Source: an optimization exercise on an open RTL-to-GDS flow (aim: small area, a short achievable clock period and few clock cycles). Production flows keep margins and buffers that such runs may drop. The RTL was checked by simulation tests, not by an equivalence proof against the original design.

==> flow/design.v <==
module SM_2300_Task6_dijkstra(
  input clk_50M,
  input rst,
  input go,
  input [5:0] src,
  input [5:0] dst,
  input [209:0] weights,
  output ready,
  output reg out_valid,
  output reg [5:0] out_node,
  output reg out_last,
  output reg [10:0] path_cost
);
reg [209:0] wreg;
reg [5:0] srcr, dstr;
reg busy, seed;
reg [7:0] dreg [0:20];
reg [1:0] par [0:20];
assign ready = ~busy;
wire [7:0] init0 = (dstr == 6'd0) ? 8'd0 : 8'hff;
wire [1:0] ipar0 = 2'd0;
wire [7:0] init1 = (dstr == 6'd1) ? 8'd0 : (dstr == 6'd3) ? {3'b000, wreg[14:10]} : (dstr == 6'd2) ? {3'b000, wreg[9:5]} : 8'hff;
wire [1:0] ipar1 = (dstr == 6'd3) ? 2'd2 : (dstr == 6'd2) ? 2'd1 : 2'd0;
wire [7:0] init2 = (dstr == 6'd4) ? 8'd0 : (dstr == 6'd6) ? {3'b000, wreg[29:25]} : (dstr == 6'd5) ? {3'b000, wreg[24:20]} : 8'hff;
wire [1:0] ipar2 = (dstr == 6'd6) ? 2'd2 : (dstr == 6'd5) ? 2'd1 : 2'd0;
wire [7:0] init3 = (dstr == 6'd7) ? 8'd0 : (dstr == 6'd9) ? {3'b000, wreg[44:40]} : (dstr == 6'd8) ? {3'b000, wreg[39:35]} : 8'hff;
wire [1:0] ipar3 = (dstr == 6'd9) ? 2'd2 : (dstr == 6'd8) ? 2'd1 : 2'd0;
wire [7:0] init4 = (dstr == 6'd11) ? 8'd0 : (dstr == 6'd10) ? {3'b000, wreg[59:55]} : 8'hff;
wire [1:0] ipar4 = (dstr == 6'd10) ? 2'd2 : 2'd0;
wire [7:0] init5 = (dstr == 6'd12) ? 8'd0 : 8'hff;
wire [1:0] ipar5 = 2'd0;
wire [7:0] init6 = (dstr == 6'd13) ? 8'd0 : (dstr == 6'd28) ? {3'b000, wreg[74:70]} : 8'hff;
wire [1:0] ipar6 = (dstr == 6'd28) ? 2'd2 : 2'd0;
wire [7:0] init7 = (dstr == 6'd14) ? 8'd0 : 8'hff;
wire [1:0] ipar7 = 2'd0;
wire [7:0] init8 = (dstr == 6'd15) ? 8'd0 : (dstr == 6'd20) ? {3'b000, wreg[134:130]} : 8'hff;
wire [1:0] ipar8 = (dstr == 6'd20) ? 2'd1 : 2'd0;
wire [7:0] init9 = (dstr == 6'd16) ? 8'd0 : 8'hff;
wire [1:0] ipar9 = 2'd0;
wire [7:0] init10 = (dstr == 6'd17) ? 8'd0 : 8'hff;
wire [1:0] ipar10 = 2'd0;
wire [7:0] init11 = (dstr == 6'd18) ? 8'd0 : (dstr == 6'd19) ? {3'b000, wreg[149:145]} : 8'hff;
wire [1:0] ipar11 = (dstr == 6'd19) ? 2'd1 : 2'd0;
wire [7:0] init12 = (dstr == 6'd21) ? 8'd0 : (dstr == 6'd22) ? {3'b000, wreg[114:110]} : 8'hff;
wire [1:0] ipar12 = (dstr == 6'd22) ? 2'd1 : 2'd0;
wire [7:0] init13 = (dstr == 6'd23) ? 8'd0 : (dstr == 6'd24) ? {3'b000, wreg[104:100]} : 8'hff;
wire [1:0] ipar13 = (dstr == 6'd24) ? 2'd1 : 2'd0;
wire [7:0] init14 = (dstr == 6'd25) ? 8'd0 : 8'hff;
wire [1:0] ipar14 = 2'd0;
wire [7:0] init15 = (dstr == 6'd26) ? 8'd0 : (dstr == 6'd27) ? {3'b000, wreg[84:80]} : 8'hff;
wire [1:0] ipar15 = (dstr == 6'd27) ? 2'd1 : 2'd0;
wire [7:0] init16 = (dstr == 6'd29) ? 8'd0 : 8'hff;
wire [1:0] ipar16 = 2'd0;
wire [7:0] init17 = (dstr == 6'd30) ? 8'd0 : (dstr == 6'd31) ? {3'b000, wreg[209:205]} : 8'hff;
wire [1:0] ipar17 = (dstr == 6'd31) ? 2'd2 : 2'd0;
wire [7:0] init18 = (dstr == 6'd32) ? 8'd0 : (dstr == 6'd33) ? {3'b000, wreg[174:170]} : 8'hff;
wire [1:0] ipar18 = (dstr == 6'd33) ? 2'd1 : 2'd0;
wire [7:0] init19 = (dstr == 6'd35) ? 8'd0 : (dstr == 6'd34) ? {3'b000, wreg[199:195]} : 8'hff;
wire [1:0] ipar19 = (dstr == 6'd34) ? 2'd2 : 2'd0;
wire [7:0] init20 = (dstr == 6'd36) ? 8'd0 : 8'hff;
wire [1:0] ipar20 = 2'd0;
wire [7:0] d0_0 = seed ? init0 : dreg[0];
wire [1:0] p0_0 = seed ? ipar0 : par[0];
wire [7:0] d1_0 = seed ? init1 : dreg[1];
wire [1:0] p1_0 = seed ? ipar1 : par[1];
wire [7:0] d2_0 = seed ? init2 : dreg[2];
wire [1:0] p2_0 = seed ? ipar2 : par[2];
wire [7:0] d3_0 = seed ? init3 : dreg[3];
wire [1:0] p3_0 = seed ? ipar3 : par[3];
wire [7:0] d4_0 = seed ? init4 : dreg[4];
wire [1:0] p4_0 = seed ? ipar4 : par[4];
wire [7:0] d5_0 = seed ? init5 : dreg[5];
wire [1:0] p5_0 = seed ? ipar5 : par[5];
wire [7:0] d6_0 = seed ? init6 : dreg[6];
wire [1:0] p6_0 = seed ? ipar6 : par[6];
wire [7:0] d7_0 = seed ? init7 : dreg[7];
wire [1:0] p7_0 = seed ? ipar7 : par[7];
wire [7:0] d8_0 = seed ? init8 : dreg[8];
wire [1:0] p8_0 = seed ? ipar8 : par[8];
wire [7:0] d9_0 = seed ? init9 : dreg[9];
wire [1:0] p9_0 = seed ? ipar9 : par[9];
wire [7:0] d10_0 = seed ? init10 : dreg[10];
wire [1:0] p10_0 = seed ? ipar10 : par[10];
wire [7:0] d11_0 = seed ? init11 : dreg[11];
wire [1:0] p11_0 = seed ? ipar11 : par[11];
wire [7:0] d12_0 = seed ? init12 : dreg[12];
wire [1:0] p12_0 = seed ? ipar12 : par[12];
wire [7:0] d13_0 = seed ? init13 : dreg[13];
wire [1:0] p13_0 = seed ? ipar13 : par[13];
wire [7:0] d14_0 = seed ? init14 : dreg[14];
wire [1:0] p14_0 = seed ? ipar14 : par[14];
wire [7:0] d15_0 = seed ? init15 : dreg[15];
wire [1:0] p15_0 = seed ? ipar15 : par[15];
wire [7:0] d16_0 = seed ? init16 : dreg[16];
wire [1:0] p16_0 = seed ? ipar16 : par[16];
wire [7:0] d17_0 = seed ? init17 : dreg[17];
wire [1:0] p17_0 = seed ? ipar17 : par[17];
wire [7:0] d18_0 = seed ? init18 : dreg[18];
wire [1:0] p18_0 = seed ? ipar18 : par[18];
wire [7:0] d19_0 = seed ? init19 : dreg[19];
wire [1:0] p19_0 = seed ? ipar19 : par[19];
wire [7:0] d20_0 = seed ? init20 : dreg[20];
wire [1:0] p20_0 = seed ? ipar20 : par[20];
wire [8:0] s6_ab = d2_0 + wreg[34:30];
wire [8:0] s6_ba = d3_0 + wreg[34:30];
wire u6_b = s6_ab < {1'b0, d3_0};
wire u6_a = s6_ba < {1'b0, d2_0};
wire [7:0] d2_1 = u6_a ? s6_ba[7:0] : d2_0;
wire [7:0] d3_1 = u6_b ? s6_ab[7:0] : d3_0;
wire [1:0] p2_1 = u6_a ? 2'd3 : p2_0;
wire [1:0] p3_1 = u6_b ? 2'd0 : p3_0;
wire [8:0] s21_ab = d13_0 + wreg[109:105];
wire [8:0] s21_ba = d12_0 + wreg[109:105];
wire u21_b = s21_ab < {1'b0, d12_0};
wire u21_a = s21_ba < {1'b0, d13_0};
wire [7:0] d13_1 = u21_a ? s21_ba[7:0] : d13_0;
wire [7:0] d12_1 = u21_b ? s21_ab[7:0] : d12_0;
wire [1:0] p13_1 = u21_a ? 2'd2 : p13_0;
wire [1:0] p12_1 = u21_b ? 2'd0 : p12_0;
wire [8:0] s24_ab = d7_0 + wreg[124:120];
wire [8:0] s24_ba = d11_0 + wreg[124:120];
wire u24_b = s24_ab < {1'b0, d11_0};
wire u24_a = s24_ba < {1'b0, d7_0};
wire [7:0] d7_1 = u24_a ? s24_ba[7:0] : d7_0;
wire [7:0] d11_1 = u24_b ? s24_ab[7:0] : d11_0;
wire [1:0] p7_1 = u24_a ? 2'd1 : p7_0;
wire [1:0] p11_1 = u24_b ? 2'd0 : p11_0;
wire [8:0] s28_ab = d9_0 + wreg[144:140];
wire [8:0] s28_ba = d10_0 + wreg[144:140];
wire u28_b = s28_ab < {1'b0, d10_0};
wire u28_a = s28_ba < {1'b0, d9_0};
wire [7:0] d9_1 = u28_a ? s28_ba[7:0] : d9_0;
wire [7:0] d10_1 = u28_b ? s28_ab[7:0] : d10_0;
wire [1:0] p9_1 = u28_a ? 2'd2 : p9_0;
wire [1:0] p10_1 = u28_b ? 2'd0 : p10_0;
wire [8:0] s32_ab = d16_0 + wreg[164:160];
wire [8:0] s32_ba = d17_0 + wreg[164:160];
wire u32_b = s32_ab < {1'b0, d17_0};
wire u32_a = s32_ba < {1'b0, d16_0};
wire [7:0] d16_1 = u32_a ? s32_ba[7:0] : d16_0;
wire [7:0] d17_1 = u32_b ? s32_ab[7:0] : d17_0;
wire [1:0] p16_1 = u32_a ? 2'd1 : p16_0;
wire [1:0] p17_1 = u32_b ? 2'd0 : p17_0;
wire [8:0] s35_ab = d18_0 + wreg[179:175];
wire [8:0] s35_ba = d20_0 + wreg[179:175];
wire u35_b = s35_ab < {1'b0, d20_0};
wire u35_a = s35_ba < {1'b0, d18_0};
wire [7:0] d18_1 = u35_a ? s35_ba[7:0] : d18_0;
wire [7:0] d20_1 = u35_b ? s35_ab[7:0] : d20_0;
wire [1:0] p18_1 = u35_a ? 2'd2 : p18_0;
wire [1:0] p20_1 = u35_b ? 2'd0 : p20_0;
wire [8:0] s38_ab = d19_0 + wreg[194:190];
wire [8:0] s38_ba = d5_0 + wreg[194:190];
wire u38_b = s38_ab < {1'b0, d5_0};
wire u38_a = s38_ba < {1'b0, d19_0};
wire [7:0] d19_1 = u38_a ? s38_ba[7:0] : d19_0;
wire [7:0] d5_1 = u38_b ? s38_ab[7:0] : d5_0;
wire [1:0] p19_1 = u38_a ? 2'd1 : p19_0;
wire [1:0] p5_1 = u38_b ? 2'd2 : p5_0;
wire [8:0] s0_ab = d0_0 + wreg[4:0];
wire [8:0] s0_ba = d1_0 + wreg[4:0];
wire u0_b = s0_ab < {1'b0, d1_0};
wire u0_a = s0_ba < {1'b0, d0_0};
wire [7:0] d0_1 = u0_a ? s0_ba[7:0] : d0_0;
wire [7:0] d1_1 = u0_b ? s0_ab[7:0] : d1_0;
wire [1:0] p0_1 = u0_a ? 2'd0 : p0_0;
wire [1:0] p1_1 = u0_b ? 2'd0 : p1_0;
wire [8:0] s10_ab = d4_0 + wreg[54:50];
wire [8:0] s10_ba = d5_1 + wreg[54:50];
wire u10_b = s10_ab < {1'b0, d5_1};
wire u10_a = s10_ba < {1'b0, d4_0};
wire [7:0] d4_1 = u10_a ? s10_ba[7:0] : d4_0;
wire [7:0] d5_2 = u10_b ? s10_ab[7:0] : d5_1;
wire [1:0] p4_1 = u10_a ? 2'd1 : p4_0;
wire [1:0] p5_2 = u10_b ? 2'd0 : p5_1;
wire [8:0] s15_ab = d6_0 + wreg[79:75];
wire [8:0] s15_ba = d15_0 + wreg[79:75];
wire u15_b = s15_ab < {1'b0, d15_0};
wire u15_a = s15_ba < {1'b0, d6_0};
wire [7:0] d6_1 = u15_a ? s15_ba[7:0] : d6_0;
wire [7:0] d15_1 = u15_b ? s15_ab[7:0] : d15_0;
wire [1:0] p6_1 = u15_a ? 2'd3 : p6_0;
wire [1:0] p15_1 = u15_b ? 2'd0 : p15_0;
wire [8:0] s18_ab = d14_0 + wreg[94:90];
wire [8:0] s18_ba = d13_1 + wreg[94:90];
wire u18_b = s18_ab < {1'b0, d13_1};
wire u18_a = s18_ba < {1'b0, d14_0};
wire [7:0] d14_1 = u18_a ? s18_ba[7:0] : d14_0;
wire [7:0] d13_2 = u18_b ? s18_ab[7:0] : d13_1;
wire [1:0] p14_1 = u18_a ? 2'd1 : p14_0;
wire [1:0] p13_2 = u18_b ? 2'd0 : p13_1;
wire [8:0] s23_ab = d12_1 + wreg[119:115];
wire [8:0] s23_ba = d9_1 + wreg[119:115];
wire u23_b = s23_ab < {1'b0, d9_1};
wire u23_a = s23_ba < {1'b0, d12_1};
wire [7:0] d12_2 = u23_a ? s23_ba[7:0] : d12_1;
wire [7:0] d9_2 = u23_b ? s23_ab[7:0] : d9_1;
wire [1:0] p12_2 = u23_a ? 2'd2 : p12_1;
wire [1:0] p9_2 = u23_b ? 2'd0 : p9_1;
wire [8:0] s25_ab = d7_1 + wreg[129:125];
wire [8:0] s25_ba = d8_0 + wreg[129:125];
wire u25_b = s25_ab < {1'b0, d8_0};
wire u25_a = s25_ba < {1'b0, d7_1};
wire [7:0] d7_2 = u25_a ? s25_ba[7:0] : d7_1;
wire [7:0] d8_1 = u25_b ? s25_ab[7:0] : d8_0;
wire [1:0] p7_2 = u25_a ? 2'd2 : p7_1;
wire [1:0] p8_1 = u25_b ? 2'd0 : p8_0;
wire [8:0] s13_ab = d6_1 + wreg[69:65];
wire [8:0] s13_ba = d7_2 + wreg[69:65];
wire u13_b = s13_ab < {1'b0, d7_2};
wire u13_a = s13_ba < {1'b0, d6_1};
wire [7:0] d6_2 = u13_a ? s13_ba[7:0] : d6_1;
wire [7:0] d7_3 = u13_b ? s13_ab[7:0] : d7_2;
wire [1:0] p6_2 = u13_a ? 2'd1 : p6_1;
wire [1:0] p7_3 = u13_b ? 2'd0 : p7_2;
wire [8:0] s19_ab = d14_1 + wreg[99:95];
wire [8:0] s19_ba = d0_1 + wreg[99:95];
wire u19_b = s19_ab < {1'b0, d0_1};
wire u19_a = s19_ba < {1'b0, d14_1};
wire [7:0] d14_2 = u19_a ? s19_ba[7:0] : d14_1;
wire [7:0] d0_2 = u19_b ? s19_ab[7:0] : d0_1;
wire [1:0] p14_2 = u19_a ? 2'd2 : p14_1;
wire [1:0] p0_2 = u19_b ? 2'd1 : p0_1;
wire [8:0] s27_ab = d8_1 + wreg[139:135];
wire [8:0] s27_ba = d9_2 + wreg[139:135];
wire u27_b = s27_ab < {1'b0, d9_2};
wire u27_a = s27_ba < {1'b0, d8_1};
wire [7:0] d8_2 = u27_a ? s27_ba[7:0] : d8_1;
wire [7:0] d9_3 = u27_b ? s27_ab[7:0] : d9_2;
wire [1:0] p8_2 = u27_a ? 2'd2 : p8_1;
wire [1:0] p9_3 = u27_b ? 2'd1 : p9_2;
wire [8:0] s30_ab = d11_1 + wreg[154:150];
wire [8:0] s30_ba = d10_1 + wreg[154:150];
wire u30_b = s30_ab < {1'b0, d10_1};
wire u30_a = s30_ba < {1'b0, d11_1};
wire [7:0] d11_2 = u30_a ? s30_ba[7:0] : d11_1;
wire [7:0] d10_2 = u30_b ? s30_ab[7:0] : d10_1;
wire [1:0] p11_2 = u30_a ? 2'd2 : p11_1;
wire [1:0] p10_2 = u30_b ? 2'd1 : p10_1;
wire [8:0] s33_ab = d16_1 + wreg[169:165];
wire [8:0] s33_ba = d18_1 + wreg[169:165];
wire u33_b = s33_ab < {1'b0, d18_1};
wire u33_a = s33_ba < {1'b0, d16_1};
wire [7:0] d16_2 = u33_a ? s33_ba[7:0] : d16_1;
wire [7:0] d18_2 = u33_b ? s33_ab[7:0] : d18_1;
wire [1:0] p16_2 = u33_a ? 2'd2 : p16_1;
wire [1:0] p18_2 = u33_b ? 2'd0 : p18_1;
wire [8:0] s37_ab = d20_1 + wreg[189:185];
wire [8:0] s37_ba = d19_1 + wreg[189:185];
wire u37_b = s37_ab < {1'b0, d19_1};
wire u37_a = s37_ba < {1'b0, d20_1};
wire [7:0] d20_2 = u37_a ? s37_ba[7:0] : d20_1;
wire [7:0] d19_2 = u37_b ? s37_ab[7:0] : d19_1;
wire [1:0] p20_2 = u37_a ? 2'd2 : p20_1;
wire [1:0] p19_2 = u37_b ? 2'd0 : p19_1;
wire [8:0] s40_ab = d17_1 + wreg[204:200];
wire [8:0] s40_ba = d5_2 + wreg[204:200];
wire u40_b = s40_ab < {1'b0, d5_2};
wire u40_a = s40_ba < {1'b0, d17_1};
wire [7:0] d17_2 = u40_a ? s40_ba[7:0] : d17_1;
wire [7:0] d5_3 = u40_b ? s40_ab[7:0] : d5_2;
wire [1:0] p17_2 = u40_a ? 2'd1 : p17_1;
wire [1:0] p5_3 = u40_b ? 2'd3 : p5_2;
wire [8:0] s3_ab = d1_1 + wreg[19:15];
wire [8:0] s3_ba = d2_1 + wreg[19:15];
wire u3_b = s3_ab < {1'b0, d2_1};
wire u3_a = s3_ba < {1'b0, d1_1};
wire [7:0] d1_2 = u3_a ? s3_ba[7:0] : d1_1;
wire [7:0] d2_2 = u3_b ? s3_ab[7:0] : d2_1;
wire [1:0] p1_2 = u3_a ? 2'd3 : p1_1;
wire [1:0] p2_2 = u3_b ? 2'd0 : p2_1;
wire [8:0] s9_ab = d3_1 + wreg[49:45];
wire [8:0] s9_ba = d4_1 + wreg[49:45];
wire u9_b = s9_ab < {1'b0, d4_1};
wire u9_a = s9_ba < {1'b0, d3_1};
wire [7:0] d3_2 = u9_a ? s9_ba[7:0] : d3_1;
wire [7:0] d4_2 = u9_b ? s9_ab[7:0] : d4_1;
wire [1:0] p3_2 = u9_a ? 2'd3 : p3_1;
wire [1:0] p4_2 = u9_b ? 2'd0 : p4_1;
wire [8:0] s12_ab = d5_3 + wreg[64:60];
wire [8:0] s12_ba = d6_2 + wreg[64:60];
wire u12_b = s12_ab < {1'b0, d6_2};
wire u12_a = s12_ba < {1'b0, d5_3};
wire [7:0] d5_4 = u12_a ? s12_ba[7:0] : d5_3;
wire [7:0] d6_3 = u12_b ? s12_ab[7:0] : d6_2;
wire [1:0] p5_4 = u12_a ? 2'd1 : p5_3;
wire [1:0] p6_3 = u12_b ? 2'd0 : p6_2;
wire [8:0] s17_ab = d15_1 + wreg[89:85];
wire [8:0] s17_ba = d14_2 + wreg[89:85];
wire u17_b = s17_ab < {1'b0, d14_2};
wire u17_a = s17_ba < {1'b0, d15_1};
wire [7:0] d15_2 = u17_a ? s17_ba[7:0] : d15_1;
wire [7:0] d14_3 = u17_b ? s17_ab[7:0] : d14_2;
wire [1:0] p15_2 = u17_a ? 2'd2 : p15_1;
wire [1:0] p14_3 = u17_b ? 2'd0 : p14_2;
wire [8:0] s31_ab = d10_2 + wreg[159:155];
wire [8:0] s31_ba = d16_2 + wreg[159:155];
wire u31_b = s31_ab < {1'b0, d16_2};
wire u31_a = s31_ba < {1'b0, d10_2};
wire [7:0] d10_3 = u31_a ? s31_ba[7:0] : d10_2;
wire [7:0] d16_3 = u31_b ? s31_ab[7:0] : d16_2;
wire [1:0] p10_3 = u31_a ? 2'd2 : p10_2;
wire [1:0] p16_3 = u31_b ? 2'd0 : p16_2;
wire [8:0] s36_ab = d20_2 + wreg[184:180];
wire [8:0] s36_ba = d0_2 + wreg[184:180];
wire u36_b = s36_ab < {1'b0, d0_2};
wire u36_a = s36_ba < {1'b0, d20_2};
wire [7:0] d20_3 = u36_a ? s36_ba[7:0] : d20_2;
wire [7:0] d0_3 = u36_b ? s36_ab[7:0] : d0_2;
wire [1:0] p20_3 = u36_a ? 2'd1 : p20_2;
wire [1:0] p0_3 = u36_b ? 2'd2 : p0_2;
wire [7:0] dn0 = d0_3;
wire [1:0] pn0 = p0_3;
wire ch0 = u0_a | u19_b | u36_b;
wire [7:0] dn1 = d1_2;
wire [1:0] pn1 = p1_2;
wire ch1 = u0_b | u3_a;
wire [7:0] dn2 = d2_2;
wire [1:0] pn2 = p2_2;
wire ch2 = u6_a | u3_b;
wire [7:0] dn3 = d3_2;
wire [1:0] pn3 = p3_2;
wire ch3 = u6_b | u9_a;
wire [7:0] dn4 = d4_2;
wire [1:0] pn4 = p4_2;
wire ch4 = u10_a | u9_b;
wire [7:0] dn5 = d5_4;
wire [1:0] pn5 = p5_4;
wire ch5 = u38_b | u10_b | u40_b | u12_a;
wire [7:0] dn6 = d6_3;
wire [1:0] pn6 = p6_3;
wire ch6 = u15_a | u13_a | u12_b;
wire [7:0] dn7 = d7_3;
wire [1:0] pn7 = p7_3;
wire ch7 = u24_a | u25_a | u13_b;
wire [7:0] dn8 = d8_2;
wire [1:0] pn8 = p8_2;
wire ch8 = u25_b | u27_a;
wire [7:0] dn9 = d9_3;
wire [1:0] pn9 = p9_3;
wire ch9 = u28_a | u23_b | u27_b;
wire [7:0] dn10 = d10_3;
wire [1:0] pn10 = p10_3;
wire ch10 = u28_b | u30_b | u31_a;
wire [7:0] dn11 = d11_2;
wire [1:0] pn11 = p11_2;
wire ch11 = u24_b | u30_a;
wire [7:0] dn12 = d12_2;
wire [1:0] pn12 = p12_2;
wire ch12 = u21_b | u23_a;
wire [7:0] dn13 = d13_2;
wire [1:0] pn13 = p13_2;
wire ch13 = u21_a | u18_b;
wire [7:0] dn14 = d14_3;
wire [1:0] pn14 = p14_3;
wire ch14 = u18_a | u19_a | u17_b;
wire [7:0] dn15 = d15_2;
wire [1:0] pn15 = p15_2;
wire ch15 = u15_b | u17_a;
wire [7:0] dn16 = d16_3;
wire [1:0] pn16 = p16_3;
wire ch16 = u32_a | u33_a | u31_b;
wire [7:0] dn17 = d17_2;
wire [1:0] pn17 = p17_2;
wire ch17 = u32_b | u40_a;
wire [7:0] dn18 = d18_2;
wire [1:0] pn18 = p18_2;
wire ch18 = u35_a | u33_b;
wire [7:0] dn19 = d19_2;
wire [1:0] pn19 = p19_2;
wire ch19 = u38_a | u37_b;
wire [7:0] dn20 = d20_3;
wire [1:0] pn20 = p20_3;
wire ch20 = u35_b | u37_a | u36_a;
reg [20:0] sp;
reg [4:0] wsrc;    
always @(*) begin
  sp = 0; wsrc = 0;
  case (srcr)
    6'd0: sp[0] = 1'b1;
    6'd1: sp[1] = 1'b1;
    6'd2: begin sp[1] = 1'b1; wsrc = wreg[9:5]; end
    6'd3: begin sp[1] = 1'b1; wsrc = wreg[14:10]; end
    6'd4: sp[2] = 1'b1;
    6'd5: begin sp[2] = 1'b1; wsrc = wreg[24:20]; end
    6'd6: begin sp[2] = 1'b1; wsrc = wreg[29:25]; end
    6'd7: sp[3] = 1'b1;
    6'd8: begin sp[3] = 1'b1; wsrc = wreg[39:35]; end
    6'd9: begin sp[3] = 1'b1; wsrc = wreg[44:40]; end
    6'd10: begin sp[4] = 1'b1; wsrc = wreg[59:55]; end
    6'd11: sp[4] = 1'b1;
    6'd12: sp[5] = 1'b1;
    6'd13: sp[6] = 1'b1;
    6'd14: sp[7] = 1'b1;
    6'd15: sp[8] = 1'b1;
    6'd16: sp[9] = 1'b1;
    6'd17: sp[10] = 1'b1;
    6'd18: sp[11] = 1'b1;
    6'd19: begin sp[11] = 1'b1; wsrc = wreg[149:145]; end
    6'd20: begin sp[8] = 1'b1; wsrc = wreg[134:130]; end
    6'd21: sp[12] = 1'b1;
    6'd22: begin sp[12] = 1'b1; wsrc = wreg[114:110]; end
    6'd23: sp[13] = 1'b1;
    6'd24: begin sp[13] = 1'b1; wsrc = wreg[104:100]; end
    6'd25: sp[14] = 1'b1;
    6'd26: sp[15] = 1'b1;
    6'd27: begin sp[15] = 1'b1; wsrc = wreg[84:80]; end
    6'd28: begin sp[6] = 1'b1; wsrc = wreg[74:70]; end
    6'd29: sp[16] = 1'b1;
    6'd30: sp[17] = 1'b1;
    6'd31: begin sp[17] = 1'b1; wsrc = wreg[209:205]; end
    6'd32: sp[18] = 1'b1;
    6'd33: begin sp[18] = 1'b1; wsrc = wreg[174:170]; end
    6'd34: begin sp[19] = 1'b1; wsrc = wreg[199:195]; end
    6'd35: sp[19] = 1'b1;
    6'd36: sp[20] = 1'b1;
    default: ;
  endcase
end
wire [7:0] ds = ({8{sp[0]}} & dn0) | ({8{sp[1]}} & dn1) | ({8{sp[2]}} & dn2) | ({8{sp[3]}} & dn3) | ({8{sp[4]}} & dn4) | ({8{sp[5]}} & dn5) | ({8{sp[6]}} & dn6) | ({8{sp[7]}} & dn7) | ({8{sp[8]}} & dn8) | ({8{sp[9]}} & dn9) | ({8{sp[10]}} & dn10) | ({8{sp[11]}} & dn11) | ({8{sp[12]}} & dn12) | ({8{sp[13]}} & dn13) | ({8{sp[14]}} & dn14) | ({8{sp[15]}} & dn15) | ({8{sp[16]}} & dn16) | ({8{sp[17]}} & dn17) | ({8{sp[18]}} & dn18) | ({8{sp[19]}} & dn19) | ({8{sp[20]}} & dn20);
wire blocked = (ch0 & (dn0 < ds)) | (ch1 & (dn1 < ds)) | (ch2 & (dn2 < ds)) | (ch3 & (dn3 < ds)) | (ch4 & (dn4 < ds)) | (ch5 & (dn5 < ds)) | (ch6 & (dn6 < ds)) | (ch7 & (dn7 < ds)) | (ch8 & (dn8 < ds)) | (ch9 & (dn9 < ds)) | (ch10 & (dn10 < ds)) | (ch11 & (dn11 < ds)) | (ch12 & (dn12 < ds)) | (ch13 & (dn13 < ds)) | (ch14 & (dn14 < ds)) | (ch15 & (dn15 < ds)) | (ch16 & (dn16 < ds)) | (ch17 & (dn17 < ds)) | (ch18 & (dn18 < ds)) | (ch19 & (dn19 < ds)) | (ch20 & (dn20 < ds));
wire found = busy & ~blocked;
reg wact;            
reg wself;           
reg [5:0] wcur, wdst;
reg [1:0] opar [0:20];
reg wsame;           
reg [1:0] pw;
reg [5:0] nxt;
always @(*) begin
  pw = 2'd0;
  case (wcur)
    6'd0: pw = opar[0];
    6'd1: pw = opar[1];
    6'd4: pw = opar[2];
    6'd7: pw = opar[3];
    6'd11: pw = opar[4];
    6'd12: pw = opar[5];
    6'd13: pw = opar[6];
    6'd14: pw = opar[7];
    6'd15: pw = opar[8];
    6'd16: pw = opar[9];
    6'd17: pw = opar[10];
    6'd18: pw = opar[11];
    6'd21: pw = opar[12];
    6'd23: pw = opar[13];
    6'd25: pw = opar[14];
    6'd26: pw = opar[15];
    6'd29: pw = opar[16];
    6'd30: pw = opar[17];
    6'd32: pw = opar[18];
    6'd35: pw = opar[19];
    6'd36: pw = opar[20];
    default: ;
  endcase
  nxt = wcur;
  if (!wself) begin
    case (wcur)
      6'd0: case (pw) 2'd0: nxt = 6'd1; 2'd1: nxt = 6'd25; 2'd2: nxt = 6'd36; default: ; endcase
      6'd1: case (pw) 2'd0: nxt = 6'd0; 2'd1: nxt = 6'd2; 2'd2: nxt = 6'd3; 2'd3: nxt = 6'd4; endcase
      6'd4: case (pw) 2'd0: nxt = 6'd1; 2'd1: nxt = 6'd5; 2'd2: nxt = 6'd6; 2'd3: nxt = 6'd7; endcase
      6'd7: case (pw) 2'd0: nxt = 6'd4; 2'd1: nxt = 6'd8; 2'd2: nxt = 6'd9; 2'd3: nxt = 6'd11; endcase
      6'd11: case (pw) 2'd0: nxt = 6'd7; 2'd1: nxt = 6'd12; 2'd2: nxt = 6'd10; default: ; endcase
      6'd12: case (pw) 2'd0: nxt = 6'd11; 2'd1: nxt = 6'd13; 2'd2: nxt = 6'd35; 2'd3: nxt = 6'd30; endcase
      6'd13: case (pw) 2'd0: nxt = 6'd12; 2'd1: nxt = 6'd14; 2'd2: nxt = 6'd28; 2'd3: nxt = 6'd26; endcase
      6'd14: case (pw) 2'd0: nxt = 6'd13; 2'd1: nxt = 6'd18; 2'd2: nxt = 6'd15; default: ; endcase
      6'd15: case (pw) 2'd0: nxt = 6'd14; 2'd1: nxt = 6'd20; 2'd2: nxt = 6'd16; default: ; endcase
      6'd16: case (pw) 2'd0: nxt = 6'd21; 2'd1: nxt = 6'd15; 2'd2: nxt = 6'd17; default: ; endcase
      6'd17: case (pw) 2'd0: nxt = 6'd16; 2'd1: nxt = 6'd18; 2'd2: nxt = 6'd29; default: ; endcase
      6'd18: case (pw) 2'd0: nxt = 6'd14; 2'd1: nxt = 6'd19; 2'd2: nxt = 6'd17; default: ; endcase
      6'd21: case (pw) 2'd0: nxt = 6'd23; 2'd1: nxt = 6'd22; 2'd2: nxt = 6'd16; default: ; endcase
      6'd23: case (pw) 2'd0: nxt = 6'd25; 2'd1: nxt = 6'd24; 2'd2: nxt = 6'd21; default: ; endcase
      6'd25: case (pw) 2'd0: nxt = 6'd26; 2'd1: nxt = 6'd23; 2'd2: nxt = 6'd0; default: ; endcase
      6'd26: case (pw) 2'd0: nxt = 6'd13; 2'd1: nxt = 6'd27; 2'd2: nxt = 6'd25; default: ; endcase
      6'd29: case (pw) 2'd0: nxt = 6'd17; 2'd1: nxt = 6'd30; 2'd2: nxt = 6'd32; default: ; endcase
      6'd30: case (pw) 2'd0: nxt = 6'd29; 2'd1: nxt = 6'd12; 2'd2: nxt = 6'd31; default: ; endcase
      6'd32: case (pw) 2'd0: nxt = 6'd29; 2'd1: nxt = 6'd33; 2'd2: nxt = 6'd36; default: ; endcase
      6'd35: case (pw) 2'd0: nxt = 6'd36; 2'd1: nxt = 6'd12; 2'd2: nxt = 6'd34; default: ; endcase
      6'd36: case (pw) 2'd0: nxt = 6'd32; 2'd1: nxt = 6'd0; 2'd2: nxt = 6'd35; default: ; endcase
      default: ;
    endcase
  end
end
wire nlast = (nxt == wdst);
wire wfree = ~wact | nlast;
wire handover = found & wfree;
reg pend;            
reg [5:0] spn;
always @(*) begin
  spn = 0;
  case (srcr)
    6'd0: spn = 6'd0;
    6'd1: spn = 6'd1;
    6'd2: spn = 6'd1;
    6'd3: spn = 6'd1;
    6'd4: spn = 6'd4;
    6'd5: spn = 6'd4;
    6'd6: spn = 6'd4;
    6'd7: spn = 6'd7;
    6'd8: spn = 6'd7;
    6'd9: spn = 6'd7;
    6'd10: spn = 6'd11;
    6'd11: spn = 6'd11;
    6'd12: spn = 6'd12;
    6'd13: spn = 6'd13;
    6'd14: spn = 6'd14;
    6'd15: spn = 6'd15;
    6'd16: spn = 6'd16;
    6'd17: spn = 6'd17;
    6'd18: spn = 6'd18;
    6'd19: spn = 6'd18;
    6'd20: spn = 6'd15;
    6'd21: spn = 6'd21;
    6'd22: spn = 6'd21;
    6'd23: spn = 6'd23;
    6'd24: spn = 6'd23;
    6'd25: spn = 6'd25;
    6'd26: spn = 6'd26;
    6'd27: spn = 6'd26;
    6'd28: spn = 6'd13;
    6'd29: spn = 6'd29;
    6'd30: spn = 6'd30;
    6'd31: spn = 6'd30;
    6'd32: spn = 6'd32;
    6'd33: spn = 6'd32;
    6'd34: spn = 6'd35;
    6'd35: spn = 6'd35;
    6'd36: spn = 6'd36;
    default: ;
  endcase
end
wire [7:0] ds_r = ({8{sp[0]}} & dreg[0]) | ({8{sp[1]}} & dreg[1]) | ({8{sp[2]}} & dreg[2]) | ({8{sp[3]}} & dreg[3]) | ({8{sp[4]}} & dreg[4]) | ({8{sp[5]}} & dreg[5]) | ({8{sp[6]}} & dreg[6]) | ({8{sp[7]}} & dreg[7]) | ({8{sp[8]}} & dreg[8]) | ({8{sp[9]}} & dreg[9]) | ({8{sp[10]}} & dreg[10]) | ({8{sp[11]}} & dreg[11]) | ({8{sp[12]}} & dreg[12]) | ({8{sp[13]}} & dreg[13]) | ({8{sp[14]}} & dreg[14]) | ({8{sp[15]}} & dreg[15]) | ({8{sp[16]}} & dreg[16]) | ({8{sp[17]}} & dreg[17]) | ({8{sp[18]}} & dreg[18]) | ({8{sp[19]}} & dreg[19]) | ({8{sp[20]}} & dreg[20]);
always @(posedge clk_50M) begin
  if (~busy) begin
    wreg <= weights;
    srcr <= src;
    dstr <= dst;
  end
  seed <= 1'b0;
  if (busy) begin
    dreg[0] <= dn0; par[0] <= pn0;
    dreg[1] <= dn1; par[1] <= pn1;
    dreg[2] <= dn2; par[2] <= pn2;
    dreg[3] <= dn3; par[3] <= pn3;
    dreg[4] <= dn4; par[4] <= pn4;
    dreg[5] <= dn5; par[5] <= pn5;
    dreg[6] <= dn6; par[6] <= pn6;
    dreg[7] <= dn7; par[7] <= pn7;
    dreg[8] <= dn8; par[8] <= pn8;
    dreg[9] <= dn9; par[9] <= pn9;
    dreg[10] <= dn10; par[10] <= pn10;
    dreg[11] <= dn11; par[11] <= pn11;
    dreg[12] <= dn12; par[12] <= pn12;
    dreg[13] <= dn13; par[13] <= pn13;
    dreg[14] <= dn14; par[14] <= pn14;
    dreg[15] <= dn15; par[15] <= pn15;
    dreg[16] <= dn16; par[16] <= pn16;
    dreg[17] <= dn17; par[17] <= pn17;
    dreg[18] <= dn18; par[18] <= pn18;
    dreg[19] <= dn19; par[19] <= pn19;
    dreg[20] <= dn20; par[20] <= pn20;
  end
  out_valid <= 1'b0;
  out_last <= 1'b0;
  if (wact) begin
    out_valid <= 1'b1;
    out_node <= nxt;
    out_last <= nlast;
    wcur <= nxt;
    wself <= 1'b0;
    wact <= ~nlast;
  end
  if (pend)
    path_cost <= wsame ? 11'd0 : {3'b000, ds_r} + {6'd0, wsrc};
  pend <= 1'b0;
  if (handover) begin
    opar[0] <= pn0;
    opar[1] <= pn1;
    opar[2] <= pn2;
    opar[3] <= pn3;
    opar[4] <= pn4;
    opar[5] <= pn5;
    opar[6] <= pn6;
    opar[7] <= pn7;
    opar[8] <= pn8;
    opar[9] <= pn9;
    opar[10] <= pn10;
    opar[11] <= pn11;
    opar[12] <= pn12;
    opar[13] <= pn13;
    opar[14] <= pn14;
    opar[15] <= pn15;
    opar[16] <= pn16;
    opar[17] <= pn17;
    opar[18] <= pn18;
    opar[19] <= pn19;
    opar[20] <= pn20;
    wsame <= (srcr == dstr);
    wself <= (srcr == dstr) | (spn != srcr);
    wcur <= (srcr == dstr) ? dstr : spn;
    wdst <= dstr;
    wact <= 1'b1;
    pend <= 1'b1;
    busy <= 1'b0;
  end
  if (~busy & go) begin
    busy <= 1'b1;
    seed <= 1'b1;
  end
  if (rst) begin
    busy <= 1'b0;
    seed <= 1'b0;
    wact <= 1'b0;
    pend <= 1'b0;
    out_valid <= 1'b0;
    out_last <= 1'b0;
  end
end
endmodule
==> flow/run.sh <==
#!/bin/bash
# synth_recipe.tcl (not shown) runs the flow's synth.tcl, then flattens the netlist and writes it again
# the make line also repeats each setting of config.mk as NAME=value (left out here)
make -C /OpenROAD-flow-scripts/flow DESIGN_CONFIG=/design/flow/config.mk WORK_HOME=/design/flow/orfs CLKGATE_MAP_FILE= SYNTH_SCRIPT=/design/flow/synth_recipe.tcl finish
==> flow/config.mk <==
export PLATFORM = sky130hd
export DESIGN_NAME = SM_2300_Task6_dijkstra
export DESIGN_NICKNAME = SM_2300_Task6_dijkstra
export VERILOG_FILES = /design/flow/design.v
export SDC_FILE = /design/flow/constraint.sdc
export NUM_CORES = 8
export LEC_CHECK = 0
export CAP_MARGIN = 20
export CORE_MARGIN = 2
export CORE_UTILIZATION = 25
export SLEW_MARGIN = 20
export SYNTH_MEMORY_MAX_BITS = 65536
==> flow/constraint.sdc <==
create_clock -name core_clock -period 80.0 [get_ports {clk_50M}]
set_input_delay 16.0000 -clock core_clock [delete_from_list [all_inputs] [get_ports {clk_50M}]]
set_output_delay 16.0000 -clock core_clock [all_outputs]
set_load 0.01 [all_outputs]
==> results.toml <==
[run_status]
status = "complete, no violations"

[drt]
wl_per_cell_um = 32.3
drc = 0
drt_iter0_markers = 7533
ant_nets = 0
dr.pass1.iters = 8
num_vias = 56144
via_per_inst = 5.75
finalWirelength_um = 315000

[clock_tree]
clock_sinks = 515
cts.clk_slew.worst_paths_ps = 70
cts_hold_buffers = 0
htreeDepth = 3
cts_tree = "done"
post_cts_buffers = 0
cts_buffers = 73
cts_resized = 0
clk_latency_ps = 770
cts_root_buf = "clkbuf_16"
cts_buffer_depth = 3

[global_route]
grt.total_usage_pct = 26.5
grt_max_degree = 74
antenna_found_initial = 42
grt_overflow = 0
grt_pass1_vias = 52976
grt_pass1_wl_um = 428000

[hold_path]
hold_path.class = "reg2reg"
worstHoldPathCells = 1

[worst_setup_path]
regToRegEndpoint = "wcur[0]"
endpoint = "wcur[0]"
critPathMaxFanout = 58
reg2reg_from = "seed"
cp-end-kind = "flip-flop"
rrSetupSlack_ps = 56600
cp.required_ps = 80530
critPathLaunch = "seed"
cp.arrival_ps = 23920
critPathSlowestCell = "a2111oi_0"
cp.depth = 78
worstRegToRegCells = 78
slowest_delay_ps = 1030
crit_family = "compound AO/OA/AOI/OAI gates"
crit_buf_inv = 7
path_common_cell = "ha_1"
crit_type = "reg2reg"
cp-start-kind = "flip-flop"

[sta]
min_period_over_period_pct = 29.2
maxSlewHeadroom_pct = 11.3
fmax_ghz = 0.0427
hold_viol = 0
fin_worst_skew_ps = 65.9
setup_viol = 0
rsz0062_at_grt = "false"
worst_slew_pin_slew_ps = 1290
period_minus_slack_ps = 23400
setup_tns_ps = 0
slew_viol_final = 0

[floorplanning]
die_h_um = 479
row_count = 174
initial_core_util_pct = 25.1
die_x_um = 479
core_area_mm2 = 0.225
dieArea_mm2 = 0.229
ios = 245

[yosys]
synth_cells = 6408
async_reset_ff_share_pct = 0
muxShareOfSynthArea_pct = 4.52
ys_types = 131
synth_compound_area_share_pct = 25.4
synth_fa_ha_area_share_pct = 18.3
yosys_warnings = 4
synth-edff-count = 503
synth_top_family_by_area = "compound AO/OA/AOI/OAI gates"
synth_xor_area_share_pct = 4.36
yosys.area_share.simple_pct = 14.7
ys_seq_area_share_pct = 27.2
synth_area_mm2 = 0.0564
syn-mean-instance-area_um2 = 8.80
synth_ff_type = "edfxtp_1"
ys_ff_latch = 515

[flow_run]
maxCapViolations = 0

[placement]
place_area_mm2 = 0.0631
routabilityCongestion = 1.07
numPortBuffers = 242
hpwl_um = 264000

[finish]
syn_to_final_growth_pct = 16.6
drive_gt1_share_pct = 8.49
fin_nets = 7709
finish.instance_area_mm2 = 0.0658
[metal layers]
layer,vias up,track usage [%],part of all wire (%)
met4,22,13.5,6.0
li1,24840,-,-
met2,2904,39.4,42
met3,603,5.96,9.4
met5,-,0,0.048
met1,27775,35.7,43
[through the flow]
step / std cells / util (%) / setup WS (ps) / hold slack, ps
floorplan: 6409 / - / 55960 / 451
global placement: 9616 / 28.1 / 57430 / 592
detailed placement: 9617 / 28.1 / 57320 / 593
CTS: 9750 / 29.2 / 57200 / 622
global route: 9752 / 29.3 / 55610 / 638
finish: 9763 / 29.3 / 56600 / 622
[synthesized netlist by cell type (104+ instances only)]
cell type | instances | area share [%]
nor2_1 | 490 | 3.3
clkbuf_1 | 127 | 0.84
xnor2_1 | 190 | 2.9
inv_1 | 553 | 3.7
ha_1 | 729 | 16
a21oi_1 | 539 | 4.8
mux2i_1 | 132 | 2.3
nand3_1 | 110 | 0.98
o21ai_0 | 427 | 3.8
a21o_1 | 174 | 2.3
nand2_1 | 415 | 2.8
nor3_1 | 110 | 0.98
edfxtp_1 | 503 | 27
mux2_2 | 104 | 2.1
[worst min path at each step]
stage / start / to / slack [ps]
detailed placement: par[9][0] / par[9][0] / 590
global route: par[9][0] / par[9][0] / 640
global placement: par[11][1] / par[11][1] / 590
finish: par[9][0] / par[9][0] / 620
floorplan: dstr[0] / wdst[0] / 450
CTS: par[9][0] / par[9][0] / 620
[state kept, by name, indices dropped and copies added (netlist names)]
| register | cells |
|---|---|
| wreg | 210 |
| busy | 1 |
| dstr | 6 |
| par | 42 |
| pend | 1 |
| dreg | 168 |
| seed | 1 |
| spn | 6 |
| wcur | 6 |
| out_node | 6 |
| srcr | 6 |
| wact | 1 |
| out_last | 1 |
| opar | 42 |
| wself | 1 |
| path_cost | 9 |
| out_valid | 1 |
| wsame | 1 |
| wdst | 6 |
[cell families (layout without fill, tap and decap cells)]
logic type	after synthesis	after routing
other	1	13
buffers and inverters	767	1118
AOI/OAI and AO/OA	2133	2133
muxes	240	240
and+or+nand+nor	1674	1674
xor gates and xnor gates	281	281
adders and majority gates	797	797
DFF	515	515
[layout by cell type (no fill, tap or decap), drive strengths merged, types with 32 or more instances in the layout]
cell type,synthesis,routed
nand2b,48,48
a21oi,546,546
edfxtp,503,503
a21o,174,174
a221oi,54,54
buf,76,181
ha,729,729
o21ai,444,444
mux2,107,107
inv,560,569
xor2,91,91
o21bai,60,60
xnor2,190,190
nor3,111,111
and2,59,59
o31ai,32,32
clkdlybuf4s50,0,242
a211oi,99,99
a22oi,98,98
a2111oi,33,33
nor2,494,494
a211o,41,41
o211ai,58,58
o221ai,37,37
nand2,415,415
nor2b,83,83
nand3,110,110
or3,36,36
clkbuf,129,81
mux2i,133,133
nand4,79,79
fa,53,53
o22ai,45,45
or2,45,45
a31oi,69,69
and3,50,50
o21a,78,78
[final cells by class]
class                      instances  area (um^2)
fill                           23786       159000
clock inverter                    52          676
inverter                         562         2120
sequential                       515        15400
multi-input combinational       5127        38200
antenna                           11         27.5
timing repair buffer             423         3780
tap                             2992         3740
clock buffer                      81         1910
Testbench counts, summed over its fixed seeds: cycles 1,046.

==> port drivers added, routing unchanged <==
Ports are ideal in the flow. The routed layout listed here was re-timed in OpenROAD. Step 1 assumes that a clkbuf_16 drives the clock port and a buf_2 every other input. Step 2 also shifts input and output timing later by t, the mid clock arrival at the registers, as if the neighbouring blocks saw the same clock. Three values: no drivers, after step 1, after step 2; two values: the first two.
t, ns: 0.828
setup slack, ns: 56.601 / 56.601 / 56.601
worst hold slack (ns): 0.622 / 0.622 / 0.622
latest minus earliest clock arrival (ns): 0.070 / 0.069
worst slew at a driven data input, ns: 0.08
After both steps setup and hold are still met in this run. The setup slack of this run moves by 0.000 ns with the drivers and by 0.000 ns with both steps.
